This is an optimization exercise on Yosys and OpenROAD, whose aim is small area, a short achievable clock period and few clock cycles per item, not a production implementation.
In this exercise RTL edits were held to simulation tests only and were not proved equivalent to the original.

==> inputs of v30 <==
// softmax_4
module softmax_4 (
    input wire clk,
    input wire reset,
    input wire start,
    input wire [15:0] in0, in1, in2, in3,
    output reg [7:0] out0, out1, out2, out3,
    output reg done
);
==> flow/config.mk <==
export PLATFORM = sky130hd
export DESIGN_NAME = softmax_4
export DESIGN_NICKNAME = softmax_4
export VERILOG_FILES = /design/flow/design.v
export SDC_FILE = /design/flow/constraint.sdc
export NUM_CORES = 4
export LEC_CHECK = 0
export ABC_AREA = 1
export CAP_MARGIN = 20
export CORE_MARGIN = 2
export CORE_UTILIZATION = 70
export SLEW_MARGIN = 20
==> flow/constraint.sdc <==
create_clock -name core_clock -period 60.0 [get_ports {clk}]
set_input_delay 12.0000 -clock core_clock [delete_from_list [all_inputs] [get_ports {clk}]]
set_output_delay 12.0000 -clock core_clock [all_outputs]
set_load 0.01 [all_outputs]
run.sh (not shown) runs the stock make flow with config.mk's settings and CLKGATE_MAP_FILE= SYNTH_SCRIPT=/design/flow/synth_recipe.tcl, a recipe that flattens the netlist after the stock synthesis.
==> inputs of v14, as changes to v30 <==
==> flow/flow/run.sh (new file) <==
#!/bin/bash
# Standard ORFS layout (the standard.sh) in two parts. Up to clock-tree synthesis,
# repair_timing is asked to over-fix setup by a margin; after it (global route onwards)
# it only fixes violations. Clock period and I/O constraints are unchanged.
set -euo pipefail
cd "$(dirname "${BASH_SOURCE[0]}")/.."
SETUP_SLACK_MARGIN=30 bash standard.sh cts > standard_cts.log 2>&1
SETUP_SLACK_MARGIN=0 bash standard.sh > standard_finish.log 2>&1
==> flow/standard.sh (new file) <==
#!/bin/bash
# synth_recipe.tcl (not shown) runs the flow's synth.tcl, then flattens the netlist and writes it again
# the make line also repeats each setting of config.mk as NAME=value (left out here)
make -C /OpenROAD-flow-scripts/flow DESIGN_CONFIG=/design/flow/config.mk WORK_HOME=/design/flow/orfs CLKGATE_MAP_FILE= SYNTH_SCRIPT=/design/flow/synth_recipe.tcl "${@:-finish}"
Settings changed: CORE_UTILIZATION 70 to 55.
removed: flow/run.sh
==> run summary <==
item                                                                                  v30                      v14
Required time worst endpoint                                                     60.21 ns                 60.23 ns
Number of global-route vias before repair                                          50,400                   53,100
Die outline area                                                              74,400 um^2              94,400 um^2
Ratio of cells with drive above 1 in the final layout                               4.44%                    18.4%
Status                                                            complete, no violations  complete, no violations
Cell type with the highest occurrence count on the critical path                  nand2_1                    buf_4
Routed vias                                                                        52,600                   53,900
Effective utilization at floorplan                                                  70.7%                    55.3%
Signal buffers                                                                        167                      603
Clock Buffer Count                                                                      8                        7
Maximum number of pins on one net before global-route repair                           98                       67
Clock network contribution to total cell area                                      0.262%                   0.258%
Number of cells in the design after placement                                       8,669                    8,903
WL per Instance                                                                   19.2 um                  20.0 um
WL final                                                                       166,000 um               187,000 um
Fin nets                                                                            8,834                    9,293
Testbench counts of v30, summed over its fixed seeds: cycles 24,000, items 24,000.
Testbench counts of v14, summed over its fixed seeds: cycles 24,000, items 24,000.

---

==> inputs of lagoon <==
softmax_4 again, from the RTL that the note above started with.
clock: 60.0 ns
lec_check: 0
abc_area: 1
cap_margin: 20
core_margin: 2
core_utilization: 55
slew_margin: 20
Stock flow here: none of the scripts above is used.
==> violet (differences from lagoon) <==
==> flow/flow/run.sh (new file) <==
#!/bin/bash
# Standard ORFS layout (the standard.sh) in two parts. Up to clock-tree synthesis,
# repair_timing is asked to over-fix setup by a margin; after it (global route onwards)
# it only fixes violations. Clock period and I/O constraints are unchanged.
set -euo pipefail
cd "$(dirname "${BASH_SOURCE[0]}")/.."
SETUP_SLACK_MARGIN=30 bash standard.sh cts > standard_cts.log 2>&1
SETUP_SLACK_MARGIN=0 bash standard.sh > standard_finish.log 2>&1
==> flow/standard.sh (new file) <==
#!/bin/bash
# synth_recipe.tcl (not shown) runs the flow's synth.tcl, then flattens the netlist and writes it again
# the make line also repeats each setting of config.mk as NAME=value (left out here)
make -C /OpenROAD-flow-scripts/flow DESIGN_CONFIG=/design/flow/config.mk WORK_HOME=/design/flow/orfs CLKGATE_MAP_FILE= SYNTH_SCRIPT=/design/flow/synth_recipe.tcl "${@:-finish}"
- CORE_UTILIZATION: 55 -> 70
removed: flow/run.sh
==> reports/qor.txt <==
Status = complete, no violations
Finished Layout Cells = 8,900
ClkCell Share = 0.00241
Met3 wire length = 24,700 um
Initial antenna violation count = 11
Clock buf count = 8
GPL Wtd Cong = 1.09
Met2 GRT Util = 0.763
Post-CTS Setup Bufs = 190
Vias in the first global route = 54,400
Routed wl met2 = 79,200 um
Met3 usage = 0.135
-- figures above: violet

==> reports/qor.txt <==
Post-CTS Setup Bufs = 0
ClkCell Share = 0.00300
Finished Layout Cells = 8,925
Met3 wire length = 14,400 um
Initial antenna violation count = 4
Status = complete, no violations
-- figures above: lagoon

Testbench counts of lagoon, summed over its fixed seeds: cycles 24,000, items 24,000.
Testbench counts of violet, summed over its fixed seeds: cycles 24,000, items 24,000.

## re-timing with driven ports
No port has a modelled driver above. Below, the same layouts with a new extraction and two added sets of constraints. Step 1, drivers: a clkbuf_16 drives clk and a buf_2 each remaining input, both assumed. Step 2 adds t to the input delays and takes it off the output delays; t is the mean of the earliest and latest rising clock arrival at the registers after step 1. Input paths then give back, and output paths get back, about the clock's delay inside the block. a / b / c = ideal / step 1 / step 2; a / b = the first two.
run | t (ns) | slack for setup (ns) | worst slew at a driven data input, ns
v30 | 0.359 | 17.964 / 17.995 / 17.636 | 0.09
v14 | 0.372 | 25.013 / 24.976 / 24.604 | 0.13
lagoon | 0.377 | 17.767 / 17.800 / 17.424 | 0.07
violet | 0.356 | 24.428 / 24.462 / 24.106 | 0.09
After both steps setup and hold are still met in every run listed. For v14, which loses most, drivers alone change the setup slack by -0.037 ns; drivers and shift together by -0.409 ns.
